Context: an optimization exercise on an open-source flow, tuned for a short achievable clock period and few clock cycles per item. The choices shown serve that exercise and are no tape-out recipe. No functional check of the RTL was part of any run shown here. Power is estimated from default activity; no workload was simulated.

`design/flow/design.v`:
```
`timescale 1ns / 1ns
module uiFDMA_bgen (
    input  wire        clk,
    input  wire        rstn,
    input  wire        start,
    input  wire [31:0] start_addr,
    input  wire [15:0] start_size,
    input  wire        ready,
    output reg         valid,
    output reg  [31:0] addr,
    output reg  [7:0]  len
);
    reg  [15:0] rem;      
    reg  [5:0]  lm1;      
    reg         more;     
    wire        s_gt64 = (|start_size[15:7]) | (start_size[6] & (|start_size[5:0]));
    wire [5:0]  s_lm1  = start_size[5:0] - 6'd1;
    wire        gt128  = (|rem[15:8]) | (rem[7] & (|rem[6:0]));
    always @(posedge clk) begin
        if (!rstn) begin
            valid <= 1'b0;
            more  <= 1'b0;
        end else if (start) begin
            valid <= 1'b1;
            more  <= s_gt64;
        end else if (valid & ready) begin
            valid <= more;
            more  <= gt128;
        end
        if (start) begin
            addr <= start_addr;
            rem  <= start_size;
            lm1  <= s_lm1;
            len  <= {2'b00, s_lm1 | {6{s_gt64}}};
        end else if (valid & ready) begin
            addr       <= addr + 32'd1024;
            rem[15:6]  <= rem[15:6] - 10'd1;
            len        <= {2'b00, lm1 | {6{gt128}}};
        end
    end
endmodule
module uiFDMA_buf #(
    parameter integer W     = 130,
    parameter integer DEPTH = 4,
    parameter integer AW    = 2
) (
    input  wire         clk,
    input  wire         rstn,
    input  wire         push,
    input  wire [W-1:0] din,
    input  wire         pop,       
    output reg          hv,
    output reg  [W-1:0] hd
);
    reg [W-1:0]  mem [0:DEPTH-1];
    reg [AW-1:0] wp, rp;
    reg [AW:0]   cnt;
    wire         empty = (cnt == 0);
    wire         hload = ~hv | pop;
    wire         to_head = hload & empty;
    wire         f_push = push & ~to_head;
    wire         f_pop  = hload & ~empty;
    always @(posedge clk) begin
        if (!rstn) begin
            hv  <= 1'b0;
            wp  <= 0;
            rp  <= 0;
            cnt <= 0;
        end else begin
            if (hload) hv <= ~empty | push;
            if (f_push) wp <= wp + 1'b1;
            if (f_pop)  rp <= rp + 1'b1;
            cnt <= cnt + f_push - f_pop;
        end
        if (push) mem[wp] <= din;
        if (hload) hd <= empty ? din : mem[rp];
    end
endmodule
module uiFDMA#
(
parameter  integer         M_AXI_ID_WIDTH			= 3		    ,
parameter  integer         M_AXI_ID			        = 0		    ,
parameter  integer         M_AXI_ADDR_WIDTH			= 32		,
parameter  integer         M_AXI_DATA_WIDTH			= 128		,
parameter  integer		  M_AXI_MAX_BURST_LEN       = 64
)
(
input   wire [M_AXI_ADDR_WIDTH-1 : 0]      fdma_waddr          ,
input                                      fdma_wareq          ,
input   wire [15 : 0]                      fdma_wsize          ,
output                                     fdma_wbusy          ,
input   wire [M_AXI_DATA_WIDTH-1 :0]       fdma_wdata		   ,
output  wire                               fdma_wvalid         ,
input	wire                               fdma_wready		   ,
input   wire [M_AXI_ADDR_WIDTH-1 : 0]      fdma_raddr          ,
input                                      fdma_rareq          ,
input   wire [15 : 0]                      fdma_rsize          ,
output                                     fdma_rbusy          ,
output  wire [M_AXI_DATA_WIDTH-1 :0]       fdma_rdata		   ,
output  wire                               fdma_rvalid         ,
input	wire                               fdma_rready		   ,
input 	wire  								M_AXI_ACLK			,
input 	wire  								M_AXI_ARESETN		,
output 	wire [M_AXI_ID_WIDTH-1 : 0]		    M_AXI_AWID			,
output 	wire [M_AXI_ADDR_WIDTH-1 : 0] 	    M_AXI_AWADDR		,
output 	wire [7 : 0]						M_AXI_AWLEN			,
output 	wire [2 : 0] 						M_AXI_AWSIZE		,
output 	wire [1 : 0] 						M_AXI_AWBURST		,
output 	wire  								M_AXI_AWLOCK		,
output 	wire [3 : 0] 						M_AXI_AWCACHE		,
output 	wire [2 : 0] 						M_AXI_AWPROT		,
output 	wire [3 : 0] 						M_AXI_AWQOS			,
output 	wire  								M_AXI_AWVALID		,
input	wire  								M_AXI_AWREADY		,
output  wire [M_AXI_ID_WIDTH-1 : 0] 		M_AXI_WID			,
output  wire [M_AXI_DATA_WIDTH-1 : 0] 	    M_AXI_WDATA			,
output  wire [M_AXI_DATA_WIDTH/8-1 : 0] 	M_AXI_WSTRB			,
output  wire  								M_AXI_WLAST			,
output  wire  								M_AXI_WVALID		,
input   wire  								M_AXI_WREADY		,
input   wire [M_AXI_ID_WIDTH-1 : 0] 		M_AXI_BID			,
input   wire [1 : 0] 						M_AXI_BRESP			,
input   wire  								M_AXI_BVALID		,
output  wire  								M_AXI_BREADY		,
output  wire [M_AXI_ID_WIDTH-1 : 0] 		M_AXI_ARID			,
output  wire [M_AXI_ADDR_WIDTH-1 : 0] 	    M_AXI_ARADDR		,
output  wire [7 : 0] 						M_AXI_ARLEN			,
output  wire [2 : 0] 						M_AXI_ARSIZE		,
output  wire [1 : 0] 						M_AXI_ARBURST		,
output  wire  								M_AXI_ARLOCK		,
output  wire [3 : 0] 						M_AXI_ARCACHE		,
output  wire [2 : 0] 						M_AXI_ARPROT		,
output  wire [3 : 0] 						M_AXI_ARQOS			,
output  wire  								M_AXI_ARVALID		,
input   wire  								M_AXI_ARREADY		,
input   wire [M_AXI_ID_WIDTH-1 : 0] 		M_AXI_RID			,
input   wire [M_AXI_DATA_WIDTH-1 : 0] 	    M_AXI_RDATA			,
input   wire [1 : 0] 						M_AXI_RRESP			,
input   wire  								M_AXI_RLAST			,
input   wire  								M_AXI_RVALID		,
output  wire  								M_AXI_RREADY
	);
localparam integer FD  = 4;    
localparam integer FAW = 2;
wire clk  = M_AXI_ACLK;
wire rstn = M_AXI_ARESETN;
assign M_AXI_AWID    = M_AXI_ID;
assign M_AXI_AWSIZE  = 3'd4;
assign M_AXI_AWBURST = 2'b01;
assign M_AXI_AWLOCK  = 1'b0;
assign M_AXI_AWCACHE = 4'b0010;
assign M_AXI_AWPROT  = 3'h0;
assign M_AXI_AWQOS   = 4'h0;
assign M_AXI_WID     = M_AXI_ID;
assign M_AXI_WSTRB   = {(M_AXI_DATA_WIDTH/8){1'b1}};
assign M_AXI_BREADY  = 1'b1;
assign M_AXI_ARID    = M_AXI_ID;
assign M_AXI_ARSIZE  = 3'd4;
assign M_AXI_ARBURST = 2'b01;
assign M_AXI_ARLOCK  = 1'b0;
assign M_AXI_ARCACHE = 4'b0010;
assign M_AXI_ARPROT  = 3'h0;
assign M_AXI_ARQOS   = 4'h0;
reg  wbusy;
wire wstart = fdma_wareq & ~wbusy;
assign fdma_wbusy = wbusy;
uiFDMA_bgen aw_gen (
    .clk(clk), .rstn(rstn), .start(wstart), .start_addr(fdma_waddr),
    .start_size(fdma_wsize), .ready(M_AXI_AWREADY),
    .valid(M_AXI_AWVALID), .addr(M_AXI_AWADDR), .len(M_AXI_AWLEN));
reg  [15:0] u_rem;
reg  [5:0]  u_idx;
reg         take_ok;             
reg  [2:0]  w_cnt;               
assign fdma_wvalid = fdma_wready & take_ok;
wire tk     = fdma_wready & take_ok;
wire u_last = (u_rem == 16'd1);
wire u_lb   = u_last | (u_idx == 6'd63);
wire         wh_v;
wire [129:0] wh_d;
wire         w_hs = wh_v & M_AXI_WREADY;
uiFDMA_buf #(.W(130), .DEPTH(FD), .AW(FAW)) wbuf (
    .clk(clk), .rstn(rstn), .push(tk), .din({u_last, u_lb, fdma_wdata}),
    .pop(w_hs), .hv(wh_v), .hd(wh_d));
assign M_AXI_WVALID = wh_v;
assign M_AXI_WLAST  = wh_d[128];
assign M_AXI_WDATA  = wh_d[127:0];
wire [2:0] w_cnt_nx = w_cnt + tk - w_hs;
always @(posedge clk) begin
    if (!rstn) begin
        wbusy   <= 1'b0;
        u_rem   <= 16'd0;
        take_ok <= 1'b0;
        w_cnt   <= 3'd0;
    end else begin
        if (wstart) wbusy <= 1'b1;
        else if (w_hs & wh_d[129]) wbusy <= 1'b0;
        if (wstart) u_rem <= fdma_wsize;
        else if (tk) u_rem <= u_rem - 16'd1;
        w_cnt   <= w_cnt_nx;
        take_ok <= wstart | ((tk ? ~u_last : (u_rem != 16'd0)) & (w_cnt_nx <= FD));
    end
    if (wstart) u_idx <= 6'd0;
    else if (tk) u_idx <= u_idx + 6'd1;
end
reg  rbusy;
wire rstart = fdma_rareq & ~rbusy;
assign fdma_rbusy = rbusy;
uiFDMA_bgen ar_gen (
    .clk(clk), .rstn(rstn), .start(rstart), .start_addr(fdma_raddr),
    .start_size(fdma_rsize), .ready(M_AXI_ARREADY),
    .valid(M_AXI_ARVALID), .addr(M_AXI_ARADDR), .len(M_AXI_ARLEN));
reg         rready;
reg  [2:0]  r_cnt;               
reg  [15:0] d_rem;               
wire        r_hs = M_AXI_RVALID & rready;
wire        rh_v;
wire [127:0] rh_d;
wire        dlv = fdma_rready & rh_v;
assign M_AXI_RREADY = rready;
assign fdma_rvalid  = fdma_rready & rh_v;
assign fdma_rdata   = rh_d;
uiFDMA_buf #(.W(128), .DEPTH(FD), .AW(FAW)) rbuf (
    .clk(clk), .rstn(rstn), .push(r_hs), .din(M_AXI_RDATA),
    .pop(dlv), .hv(rh_v), .hd(rh_d));
wire [2:0] r_cnt_nx = r_cnt + r_hs - dlv;
always @(posedge clk) begin
    if (!rstn) begin
        rbusy  <= 1'b0;
        rready <= 1'b0;
        r_cnt  <= 3'd0;
        d_rem  <= 16'd0;
    end else begin
        if (rstart) rbusy <= 1'b1;
        else if (dlv & (d_rem == 16'd1)) rbusy <= 1'b0;
        if (rstart) d_rem <= fdma_rsize;
        else if (dlv) d_rem <= d_rem - 16'd1;
        r_cnt  <= r_cnt_nx;
        rready <= (r_cnt_nx <= FD);
    end
end
endmodule
```
`design/flow/constraint.sdc`:
```
create_clock -name core_clock -period 3.3 [get_ports {M_AXI_ACLK}]
set_input_delay 0.6600 -clock core_clock [delete_from_list [all_inputs] [get_ports {M_AXI_ACLK}]]
set_output_delay 0.6600 -clock core_clock [all_outputs]
set_load 0.01 [all_outputs]
```
`design/flow/config.mk`:
```
export PLATFORM = sky130hd
export DESIGN_NAME = uiFDMA
export DESIGN_NICKNAME = uiFDMA
export VERILOG_FILES = /design/flow/design.v
export SDC_FILE = /design/flow/constraint.sdc
export NUM_CORES = 4
export LEC_CHECK = 0
export ABC_CLOCK_PERIOD_IN_PS = 1700
export CAP_MARGIN = 20
export CORE_AREA = 10 10 290 290
export DIE_AREA = 0 0 300 300
export SETUP_SLACK_MARGIN = 1.6
export SLEW_MARGIN = 20
```
`design/flow/run.sh`:
```
#!/bin/bash
# synth_recipe.tcl (not shown) runs the flow's synth.tcl, then flattens the netlist and writes it again
# the make line also repeats each setting of config.mk as NAME=value (left out here)
make -C /OpenROAD-flow-scripts/flow DESIGN_CONFIG=/design/flow/config.mk WORK_HOME=/design/flow/orfs CLKGATE_MAP_FILE= SYNTH_SCRIPT=/design/flow/synth_recipe.tcl finish
```
==> flow_metrics.py, run 1 <==
metrics = {
    "status": {
        "status": "stopped before the end",
        "failing_step": "4_1_cts",
        "flow.first_error": "[ERROR DPL-0033] detailed placement checks failed during check placement.",
    },
    "cts": {
        "postCtsResizedCells": 2029,
        "htree_levels": 4,
        "cts.path.max_buffers": 3,
        "clkSinkCount": 1482,
        "cts_hold_buf": 0,
        "cts_setup_buffers": 210,
        "root_buffer": "clkbuf_16",
        "numCtsBuffers": 141,
    },
    "die": {
        "die_w_um": 300,
        "io_pins": 779,
        "die_y_um": 300,
        "row_count": 102,
        "start_util": 0.7569,
    },
    "logic_synthesis": {
        "synthTopCellsByArea": "edfxtp_1 (72%), mux4_2 (9.9%), nand2_1 (2.9%)",
        "syn_area_mm2": 0.05873,
        "syn_area_per_cell_um2": 17.90,
        "netlist.area_leader.share": 0.7209,
        "postSynthRegisterBits": 1482,
        "yosysTopAreaCell": "edfxtp_1",
        "ys.flop_type": "edfxtp_1",
        "synth_edf_count": 1410,
        "yosysWarnings": 4,
        "syn_inst": 3281,
        "async_flop_share": 0,
        "ys_types": 56,
        "ys_seq_area_frac": 0.7454,
    },
    "placement": {
        "port_buffers": 702,
        "place_inst": 4826,
        "gp_congestion": 0.8702,
        "hpwl_um": 99060,
    },
}
-- kinds of logic after synthesis --
family | Yosys count | share of synthesized area
compound gates | 164 | 0.01717
xor+xnor | 84 | 0.01253
fa+ha+maj | 33 | 0.007541
buf+inv | 376 | 0.03643
flops | 1482 | 0.7454
mux | 388 | 0.1238
other cells | 2 | 0.0001279
simple gates | 752 | 0.05696
-- power groups by stage --
stage	Clock [mW]	Sequential, mW	Combinational [mW]
after detailed placement	0	26.3	15.9
after global placement	0	26.2	15.3
after floorplan	0	26.0	9.43
-- Yosys cell counts, drive strengths merged, types with 23 or more instances --
cell type,count
a21oi,36
and2,32
ha,29
mux4,258
dfxtp,72
clkbuf,93
o21ai,48
xnor2,50
nor4,27
nor2,94
nor3,23
a31oi,23
nand2,456
inv,49
buf,234
edfxtp,1410
nand3,29
mux2,128
xor2,34
-- through the flow --
stage / setup slack (ns) / util / instance area [um2] / hold slack [ns]
after floorplan: 0.1694 / - / 59070 / 0.4169
after global placement: 0.3200 / 0.8551 / 66350 / 0.4403
after detailed placement: 0.2774 / 0.8555 / 66380 / 0.4556
-- how the worst max path moves through the flow --
| stage | startpoint | endpoint | cells past startpoint |
|---|---|---|---|
| after floorplan | M_AXI_WREADY | wbuf.cnt[2] | 10 |
| after global placement | fdma_rready | rbuf.cnt[2] | 11 |
| after detailed placement | fdma_rready | rbuf.cnt[2] | 11 |
==> run 2, diff against run 1 <==
==> design/flow/config.mk (replaced) <==
export PLATFORM = sky130hd
export DESIGN_NAME = uiFDMA
export DESIGN_NICKNAME = uiFDMA
export VERILOG_FILES = /design/flow/design.v
export SDC_FILE = /design/flow/constraint.sdc
export NUM_CORES = 4
export LEC_CHECK = 0
export CAP_MARGIN = 20
export CORE_AREA = 10 10 290 290
export DIE_AREA = 0 0 300 300
export SLEW_MARGIN = 20
==> flow_metrics.py, run 2 <==
metrics = {
    "placement": {
        "hpwl_um": 98820,
        "place_inst": 4830,
        "dp_slack_ns": 0.3059,
        "port_buffers": 702,
        "gp_congestion": 0.8640,
    },
    "finish": {
        "area_growth_pct": 21.05,
        "instances_no_fill": 5143,
        "mostFrequentLayoutCell": "edfxtp_1",
        "layout-drive-gt1-share": 0.1679,
        "largest_registers": "wbuf.mem x520, rbuf.mem x512, wbuf.hd x130",
        "finalNetCount": 4342,
        "final_cell_mix": "edfxtp_1 (1410), clkdlybuf4s50_1 (702), nand2_1 (456)",
        "largest_register": "wbuf.mem",
        "largest_register_ffs": 520,
    },
    "logic_synthesis": {
        "async_flop_share": 0,
        "yosysMostFrequentCell": "edfxtp_1",
        "postSynthRegisterBits": 1482,
        "synth_edf_count": 1410,
        "synthTopCellsByCount": "edfxtp_1 (1410), nand2_1 (456), mux4_2 (258)",
        "ys.flop_type": "edfxtp_1",
        "netlist.area_leader.share": 0.7209,
        "syn_area_mm2": 0.05873,
        "syn_area_per_cell_um2": 17.90,
        "yosysWarnings": 4,
        "synthTopCellsByArea": "edfxtp_1 (72%), mux4_2 (9.9%), nand2_1 (2.9%)",
        "yosys.area_share.simple": 0.05696,
        "ys_seq_area_frac": 0.7454,
        "ys_types": 56,
        "synth_top_family_by_area": "multiplexers",
        "muxShareOfSynthArea": 0.1238,
        "synth_compound_area_frac": 0.01717,
        "synth-xor-area-share": 0.01253,
        "synth-adder-area-share": 0.007541,
        "yosysTopAreaCell": "edfxtp_1",
        "syn_inst": 3281,
    },
    "global_routing": {
        "grt_usage": 0.4122,
        "grt_pass1_wl_um": 267800,
        "grt-ovfl-total": 0,
        "grt_pass1_vias": 37020,
        "antenna_found_initial": 61,
        "grt_max_degree": 133,
    },
    "drt": {
        "antenna_left": 0,
        "wire_per_inst_um": 38.15,
        "vias": 37430,
        "drt-initial-drc-count": 6005,
        "drt-vias-per-instance": 7.277,
        "dr.pass1.iters": 6,
        "drc_errors": 0,
        "drt-total-wl_um": 196200,
    },
    "worst_setup_path": {
        "critical_path_arrival_ns": 2.51,
        "cp_num_buf_inv": 2,
        "critPathSlowestCell": "dfxtp_1",
        "worst_setup_path_start_kind": "flip-flop",
        "path_max_fanout": 7,
        "path_delay_family": "buffers and inverters",
        "crit_chain": "nand2_1 -> inv_1 -> clkdlybuf4s50_1",
        "required_ns": 2.64,
        "endpoint_kind": "primary output",
        "crit_type": "flip-flop to primary output",
        "max_stage_delay_ns": 0.60,
    },
    "cts": {
        "htree_levels": 4,
        "cts_setup_buffers": 0,
        "cts_hold_buf": 0,
        "numCtsBuffers": 143,
        "clk_latency_ns": 0.78,
        "cts.path.max_buffers": 3,
        "cts_tree": "built",
        "postCtsResizedCells": 0,
        "clkSlewWorstSetupHoldPaths_ns": 0.07,
        "clkSinkCount": 1482,
        "root_buffer": "clkbuf_16",
    },
    "pwr": {
        "power.density_mw_per_mm2": 855.8,
        "ir_worst_vdd_mv": 1.045,
        "p_leak_nw": 23.96,
        "design_power_total_mw": 60.84,
    },
    "die": {
        "die_y_um": 300,
        "row_count": 102,
        "start_util": 0.7569,
        "die_w_um": 300,
        "core_area_mm2": 0.07759,
        "design.die.area_mm2": 0.09000,
        "io_pins": 779,
    },
    "timing": {
        "timing_hold_violations_final": 0,
        "final.setup.worst_slack_ns": 0.1319,
        "final.min_clock_period_ns": 3.168,
        "finalCritPeriodShare": 0.9600,
        "whs_ns": 0.4612,
        "setup_tns_ns": 0,
        "fmax_mhz": 315.7,
        "slew_headroom": 0.3603,
        "final_max_slew_viol_count": 0,
        "finalSetupViolations": 0,
        "clock_skew_ns": 0.05000,
        "tightest_slew_ns": 0.9596,
        "rsz0062_at_grt": "no",
    },
    "status": {
        "status": "finished clean",
    },
    "run": {
        "maxCapViolations": 0,
    },
    "worst_hold_path": {
        "hp-class": "flip-flop to flip-flop",
    },
}
[run 2: cell counts after synthesis]
No cell type changed its count.
[run 2: metal layers]
| metal | routed length (um) | global-route usage |
|---|---|---|
| met5 | 209 | 0 |
| met1 | 56230 | 0.4677 |
| met4 | 17760 | 0.2555 |
| met2 | 96990 | 0.6918 |
| met3 | 25020 | 0.1159 |
[run 2: area by class of cell]
| class | instances | area [um2] |
|---|---|---|
| inverters | 49 | 183.9 |
| clock buffers | 179 | 3766 |
| diodes | 59 | 147.6 |
| fillers | 2250 | 6497 |
| repair buffers | 774 | 7968 |
| clock inverters | 75 | 813.3 |
| well taps | 1040 | 1301 |
| multi-input cells | 1485 | 13120 |
| flip-flops and latches | 1482 | 43800 |
[run 2: power by group]
| group | internal [mW] | total, mW | switching, mW |
|---|---|---|---|
| combinational | 7.89 | 17.3 | 9.40 |
| sequential | 24.5 | 26.7 | 2.23 |
| clock | 9.25 | 16.8 | 7.60 |
[run 2: cell families after synthesis]
logic type,Yosys count
other,2
adders and majority gates,33
and+or+nand+nor,752
muxes,388
AOI/OAI and AO/OA,164
buffers and inverters,376
DFF,1482
xor gates and xnor gates,84
[run 2: worst paths after layout]
path,start,end,slack [ns],cells past startpoint
hold reg to reg,wbuf.hd[129],wbusy,0.46,1
setup / recovery,take_ok,fdma_wvalid,0.13,3
hold / removal,wbuf.hd[129],wbusy,0.46,1
setup reg to reg,take_ok,take_ok,0.46,8
[run 2: through the flow]
step,utilization,area (um2)
floorplan,-,58990
global placement,0.8553,66370
detailed placement,0.8553,66370
CTS,0.9144,70950
global route,0.9158,71060
finish,0.9163,71100
[run 2: worst register-to-register path, cell delays in order, from the launching register on]
cell	delay (ns)
dfxtp_1	0.60
nand2_1	0.35
ha_1	0.41
inv_1	0.06
ha_1	0.21
fa_1	0.53
o21ai_0	0.26
o21ai_0	0.14
a31oi_1	0.19
==> run 3, diff against run 2 <==
--- a/design/flow/design.v
+++ b/design/flow/design.v
@@ -68,8 +68,8 @@
             cnt <= 0;
         end else begin
             if (hload) hv <= ~empty | push;
-            if (f_push) wp <= wp + 1'b1;
-            if (f_pop)  rp <= rp + 1'b1;
+            if (f_push) wp <= (wp == DEPTH-1) ? {AW{1'b0}} : wp + 1'b1;
+            if (f_pop)  rp <= (rp == DEPTH-1) ? {AW{1'b0}} : rp + 1'b1;
             cnt <= cnt + f_push - f_pop;
         end
         if (push) mem[wp] <= din;
==> design/flow/config.mk (replaced) <==
export PLATFORM = sky130hd
export DESIGN_NAME = uiFDMA
export DESIGN_NICKNAME = uiFDMA
export VERILOG_FILES = /design/flow/design.v
export SDC_FILE = /design/flow/constraint.sdc
export NUM_CORES = 4
export LEC_CHECK = 0
export ABC_CLOCK_PERIOD_IN_PS = 1700
export CAP_MARGIN = 20
export CORE_AREA = 10 10 390 390
export DIE_AREA = 0 0 400 400
export SETUP_SLACK_MARGIN = 1.5
export SLEW_MARGIN = 20
==> flow_metrics.py, run 3 <==
metrics = {
    "worst_setup_path": {
        "max_stage_delay_ns": 0.57,
        "cp_num_buf_inv": 1,
        "crit_chain": "buf_6",
        "worst_setup_path_start_kind": "flip-flop",
        "required_ns": 2.64,
        "endpoint_kind": "primary output",
        "critical_path_arrival_ns": 1.55,
        "path_max_fanout": 1,
        "critPathSlowestCell": "edfxtp_1",
        "path_delay_family": "flip-flops",
        "crit_type": "flip-flop to primary output",
    },
    "logic_synthesis": {
        "ys_types": 56,
        "synth_edf_count": 1410,
        "syn_area_per_cell_um2": 17.91,
        "async_flop_share": 0,
        "syn_area_mm2": 0.05877,
        "yosysTopAreaCell": "edfxtp_1",
        "synthTopCellsByCount": "edfxtp_1 (1410), nand2_1 (450), mux4_2 (258)",
        "yosysWarnings": 4,
        "ys.flop_type": "edfxtp_1",
        "synthTopCellsByArea": "edfxtp_1 (72%), mux4_2 (9.9%), nand2_1 (2.9%)",
        "ys_seq_area_frac": 0.7450,
        "netlist.area_leader.share": 0.7204,
        "syn_inst": 3282,
        "yosysMostFrequentCell": "edfxtp_1",
        "postSynthRegisterBits": 1482,
    },
    "status": {
        "status": "finished clean",
    },
    "die": {
        "die_y_um": 400,
        "core_area_mm2": 0.1435,
        "start_util": 0.4096,
        "design.die.area_mm2": 0.1600,
        "row_count": 139,
        "io_pins": 779,
        "die_w_um": 400,
    },
    "global_routing": {
        "grt_max_degree": 127,
        "grt_pass1_vias": 32850,
        "grt-ovfl-total": 0,
        "grt_usage": 0.1865,
        "antenna_found_initial": 43,
        "grt_pass1_wl_um": 222100,
    },
    "finish": {
        "mostFrequentLayoutCell": "edfxtp_1",
        "area_growth_pct": 27.67,
        "regArea_mm2": 0.04384,
        "finalNetCount": 4576,
        "layout-drive-gt1-share": 0.3193,
        "nFillCells": 11650,
        "design_area_mm2": 0.07503,
        "multi_input_area_mm2": 0.01395,
        "largest_registers": "wbuf.mem x520, rbuf.mem x512, wbuf.hd x130",
        "final_cell_mix": "edfxtp_1 (1410), nand2_1 (447), clkdlybuf4s50_1 (353)",
        "largest_register": "wbuf.mem",
        "largest_register_ffs": 520,
    },
    "drt": {
        "wire_per_inst_um": 24.75,
        "antenna_left": 0,
        "dr.pass1.iters": 5,
        "vias": 31980,
        "drt-total-wl_um": 153700,
        "drt-vias-per-instance": 5.152,
        "drt-initial-drc-count": 2278,
        "drc_errors": 0,
    },
    "cts": {
        "root_buffer": "clkbuf_16",
        "htree_levels": 4,
        "numCtsBuffers": 158,
        "clkSinkCount": 1482,
        "cts.path.max_buffers": 3,
        "clk_latency_ns": 0.77,
        "clkSlewWorstSetupHoldPaths_ns": 0.06,
        "cts_tree": "built",
    },
    "timing": {
        "finalSetupViolations": 0,
        "final_max_slew_viol_count": 0,
        "tightest_slew_ns": 0.9337,
        "fmax_mhz": 451.8,
        "final.min_clock_period_ns": 2.213,
        "rsz0062_at_grt": "yes",
        "timing_hold_violations_final": 0,
        "slew_headroom": 0.3775,
        "clock_skew_ns": 0.04247,
        "finalCritPeriodShare": 0.6707,
        "setup_tns_ns": 0,
    },
    "placement": {
        "port_buffers": 702,
        "hpwl_um": 95290,
        "gp_congestion": 0.7679,
        "place_area_mm2": 0.06775,
    },
    "run": {
        "maxCapViolations": 0,
    },
    "pwr": {
        "power.density_mw_per_mm2": 834.7,
        "ir_worst_vdd_mv": 0.5342,
        "p_leak_nw": 26.25,
        "design_power_total_mw": 62.63,
    },
    "worst_hold_path": {
        "hp-class": "input pin to flip-flop",
    },
}
[run 3: changes by cell type after synthesis, moves of 7 or more]
cell,delta
o22ai_1,-7
nor4_1,-11
xnor2_1,-12
o22a_1,+9
[run 3: what timing repair did]
| item | in CTS | in global routing |
|---|---|---|
| buffers inserted | 117 | 62 |
| resized for setup | 1643 | 163 |
| gates cloned | 26 | 3 |
| endpoints found under the setup margin | 721 | 687 |
| hold buffers | 0 | 0 |
| pin swaps | 32 | 50 |
[run 3: worst paths after layout]
kind / start / endpoint / slack [ns] / cells after the start
max: wbuf.hd[23] / M_AXI_WDATA[23] / 1.09 / 1
min: fdma_wsize[4] / aw_gen.rem[4] / 0.20 / 1
max reg2reg: d_rem[6] / d_rem[13] / 1.09 / 4
min reg2reg: wbuf.hd[129] / wbusy / 0.48 / 1
[run 3: kinds of logic after synthesis]
logic type / synth area share
flops: 0.7450
simple gates: 0.05659
mux: 0.1248
buf+inv: 0.03645
compound gates: 0.01848
xor+xnor: 0.01088
fa+ha+maj: 0.007750
other cells: 0.0001278
[run 3: area by class of cell]
class,count,area share
diodes,15,0.0005003
repair buffers,996,0.1282
clock buffers,199,0.05611
multi-input cells,1485,0.1859
clock inverters,83,0.01094
well taps,1903,0.03173
inverters,45,0.002351
flip-flops and latches,1482,0.5843
[run 3: power breakdown]
| part | total, mW | internal, mW | switching [mW] | leakage (nW) |
|---|---|---|---|---|
| clock network | 17.1 | 9.79 | 7.32 | 2.45 |
| logic | 19.7 | 9.91 | 9.79 | 10.0 |
| registers | 25.8 | 24.5 | 1.33 | 13.8 |
| total | 62.6 | 44.2 | 18.4 | 26.2 |
[run 3: metrics by stage]
stage                     worst slack [ns]  std cells  hold WS [ns]    util
after floorplan                     0.1911       3344        0.4163       -
after global placement              0.3988       5703        0.4589  0.4722
after detailed placement            0.3839       5703        0.4756  0.4722
after CTS                            1.025       6128        0.2356  0.5135
after global routing                 1.033       6205        0.1443  0.5229
final                                1.087       6208        0.1978  0.5229
[run 3: routing by layer]
| layer | wire, um | global-route usage | part of all wire | vias up |
|---|---|---|---|---|
| li1 | - | - | - | 14290 |
| met1 | 61430 | 0.2410 | 0.40 | 16240 |
| met2 | 74480 | 0.2991 | 0.48 | 1138 |
| met3 | 13510 | 0.06060 | 0.088 | 266 |
| met4 | 3947 | 0.05823 | 0.026 | 46 |
| met5 | 302 | 0 | 0.0020 | - |
==> run 4, diff against run 3 <==
--- a/design/flow/design.v
+++ b/design/flow/design.v
@@ -140,8 +140,8 @@
 input   wire  								M_AXI_RVALID		,
 output  wire  								M_AXI_RREADY
 	);
-localparam integer FD  = 4;    
-localparam integer FAW = 2;
+localparam integer FD  = 2;    
+localparam integer FAW = 1;
 wire clk  = M_AXI_ACLK;
 wire rstn = M_AXI_ARESETN;
 assign M_AXI_AWID    = M_AXI_ID;
--- a/design/flow/config.mk
+++ b/design/flow/config.mk
@@ -7,7 +7,7 @@
 export LEC_CHECK = 0
 export ABC_CLOCK_PERIOD_IN_PS = 1700
 export CAP_MARGIN = 20
-export CORE_AREA = 10 10 390 390
-export DIE_AREA = 0 0 400 400
+export CORE_AREA = 10 10 350 350
+export DIE_AREA = 0 0 360 360
 export SETUP_SLACK_MARGIN = 1.5
 export SLEW_MARGIN = 20
==> flow_metrics.py, run 4 <==
metrics = {
    "status": {
        "status": "finished clean",
    },
    "timing": {
        "clock_skew_ns": 0.04808,
        "setup_tns_ns": 0,
        "slew_headroom": 0.4201,
        "fmax_mhz": 467.6,
        "finalCritPeriodShare": 0.6480,
        "tightest_slew_ns": 0.8698,
        "final_max_slew_viol_count": 0,
        "timing_hold_violations_final": 0,
        "finalSetupViolations": 0,
        "rsz0062_at_grt": "yes",
        "final.min_clock_period_ns": 2.138,
        "whs_ns": 0.2822,
    },
    "worst_setup_path": {
        "critPathSlowestCell": "or4_4",
        "endpoint_kind": "flip-flop",
        "crit_chain": "or4_4 -> or3_4 -> or4b_1 -> a311oi_1",
        "critical_path_arrival_ns": 2.70,
        "cp_num_buf_inv": 0,
        "max_stage_delay_ns": 0.55,
        "path_max_fanout": 5,
        "path_delay_family": "simple AND/OR/NAND/NOR gates",
        "reg2reg_depth": 4,
        "ff2ff_setup_slack_ns": 1.16,
        "required_ns": 3.86,
        "crit_type": "flip-flop to flip-flop",
        "cp.depth": 4,
        "worst_setup_path_start_kind": "flip-flop",
    },
    "worst_hold_path": {
        "hold_depth": 1,
        "hp-class": "input pin to flip-flop",
    },
    "logic_synthesis": {
        "ys.flop_type": "edfxtp_1",
        "ys_types": 62,
        "yosysTopAreaCell": "edfxtp_1",
        "syn_inst": 2724,
        "syn_area_per_cell_um2": 14.32,
        "async_flop_share": 0,
        "ys_seq_area_frac": 0.7210,
        "netlist.area_leader.share": 0.6882,
        "synthTopCellsByCount": "edfxtp_1 (894), nand2_1 (334), o21ai_0 (292)",
        "synth_edf_count": 894,
        "syn_area_mm2": 0.03901,
        "synthTopCellsByArea": "edfxtp_1 (69%), mux2i_1 (6.6%), o21ai_0 (3.7%)",
        "postSynthRegisterBits": 958,
        "yosysWarnings": 4,
        "yosysMostFrequentCell": "edfxtp_1",
    },
    "cts": {
        "clkSinkCount": 958,
        "numCtsBuffers": 103,
        "htree_levels": 3,
        "root_buffer": "clkbuf_16",
        "clk_latency_ns": 0.69,
        "cts_tree": "built",
        "cts.path.max_buffers": 3,
        "clkSlewWorstSetupHoldPaths_ns": 0.06,
        "cts_hold_buf": 0,
    },
    "placement": {
        "hpwl_um": 78010,
        "place_inst": 4756,
        "gp_congestion": 0.7992,
        "port_buffers": 702,
    },
    "finish": {
        "finalNetCount": 3873,
        "mostFrequentLayoutCell": "edfxtp_1",
        "area_growth_pct": 31.66,
        "final_cell_mix": "edfxtp_1 (894), clkdlybuf4s50_1 (347), nand2_1 (330)",
        "largest_register": "wbuf.mem",
        "multi_input_area_mm2": 0.009754,
        "largest_register_ffs": 260,
        "largest_registers": "wbuf.mem x260, rbuf.mem x256, wbuf.hd x130",
        "nFillCells": 10310,
        "instances_no_fill": 5093,
        "regArea_mm2": 0.02817,
        "layout-drive-gt1-share": 0.2277,
    },
    "drt": {
        "vias": 23710,
        "drt-total-wl_um": 111800,
        "dr.pass1.iters": 5,
        "drc_errors": 0,
        "drt-initial-drc-count": 1406,
        "antenna_left": 0,
        "wire_per_inst_um": 21.95,
        "drt-vias-per-instance": 4.656,
    },
    "die": {
        "start_util": 0.3407,
        "die_w_um": 360,
        "die_y_um": 360,
        "core_area_mm2": 0.1145,
        "design.die.area_mm2": 0.1296,
        "io_pins": 779,
        "row_count": 124,
    },
    "global_routing": {
        "grt-ovfl-total": 0,
        "grt_busiest_layer": "met2",
        "met2_usage": 0.2844,
        "grt_pass1_wl_um": 159700,
        "antenna_found_initial": 36,
        "grt_pass1_vias": 23670,
        "use_met3": 0.04967,
        "grt_usage": 0.1632,
        "grt_max_degree": 117,
        "met1_usage": 0.1877,
    },
    "pwr": {
        "power.density_mw_per_mm2": 774.1,
        "ir_worst_vdd_mv": 0.4842,
        "p_leak_nw": 18.60,
    },
    "run": {
        "maxCapViolations": 0,
    },
}
## run 4: cell count changes in the layout (fill, tap and decap cells not counted), moves of 20 or more
cell,before,now
mux2_2,74,0
o21ai_0,44,287
buf_12,54,28
mux2i_1,8,258
clkbuf_16,163,104
mux4_2,258,0
buf_16,30,2
buf_2,255,235
nand2_1,447,330
edfxtp_1,1410,894
buf_4,168,144
mux2_4,54,0
## run 4: worst paths after layout
check | startpoint | to
hold / removal | fdma_wsize[3] | aw_gen.rem[3]
setup reg to reg | d_rem[6] | d_rem[14]
hold reg to reg | u_idx[1] | u_idx[1]
setup / recovery | d_rem[6] | d_rem[14]
## run 4: per-stage QoR
stage	utilization	instance area (um2)	setup slack (ns)	total power, mW
2_1_floorplan	-	39530	0.09988	23.89
3_3_place_gp	0.4137	47360	0.3000	29.21
3_5_place_dp	0.4137	47360	0.2670	29.34
4_1_cts	0.4402	50400	1.157	39.96
5_1_grt	0.4486	51360	1.098	41.74
6_report	0.4486	51360	1.162	39.76
## run 4: cell families (layout without fill, tap and decap cells)
family / after synthesis / after routing / share of synthesized area
buf+inv: 360 / 1129 / 0.05314
simple gates: 617 / 620 / 0.07191
xor+xnor: 87 / 87 / 0.01953
other cells: 2 / 87 / 0.0001925
compound gates: 418 / 418 / 0.05994
flops: 958 / 958 / 0.7210
fa+ha+maj: 24 / 24 / 0.008082
mux: 258 / 258 / 0.06620
## run 4: area by class of cell
| class | instances | share of cell area |
|---|---|---|
| inverters | 44 | 0.003752 |
| repair buffers | 897 | 0.1551 |
| flip-flops and latches | 958 | 0.5484 |
| clock buffers | 124 | 0.05172 |
| well taps | 1512 | 0.03683 |
| diodes | 23 | 0.001121 |
| multi-input cells | 1471 | 0.1899 |
| clock inverters | 64 | 0.01315 |
## run 4: power by group
| part | switching, mW | internal [mW] | total [mW] |
|---|---|---|---|
| registers | 1.20 | 16.7 | 17.9 |
| clock network | 4.85 | 6.48 | 11.3 |
| logic | 6.04 | 4.49 | 10.5 |
## run 4: layer usage
layer	vias up	wire length (um)
met5	-	132
li1	11380	-
met3	180	7124
met1	11550	44120
met4	20	3270
met2	586	57130
## run 4: repair_timing
action                     in CTS  in global routing
cloned                          3                  3
setup endpoints to repair     553                528
pin swaps                      26                 46
gates resized for setup      1608                120
setup buffers                  78                 42
## run 4: worst reg2reg max path: stages (launching register included)
cell	delay, ns
dfxtp_2	0.33
or4_4	0.55
or3_4	0.42
or4b_1	0.47
a311oi_1	0.26

[port drivers added, routing unchanged]
The results above use ideal ports. As a check the final layouts listed here were re-extracted and re-timed, cells and wires unchanged. Step 1, drivers: a clkbuf_16 drives M_AXI_ACLK and a buf_2 each remaining input, both assumed. Step 2 adds t to the input delays and takes it off the output delays; t is the mean of the earliest and latest rising clock arrival at the registers after step 1. Input paths then give back, and output paths get back, about the clock's delay inside the block. Three values: no drivers, after step 1, after step 2; two values: the first two.
run | t, ns | setup WS [ns] | pins driven straight from the clock port
run 2 | 0.829 | 0.132 / 0.057 / -0.092 | 1
run 3 | 0.825 | 1.087 / 1.013 / 0.602 | 1
run 4 | 0.742 | 1.162 / 1.162 / 0.520 | 1
Met with ideal ports but missed after step 2: setup timing in run 2. The setup slack of run 4, which loses most, moves by 0.000 ns with the drivers and by -0.642 ns with both steps.
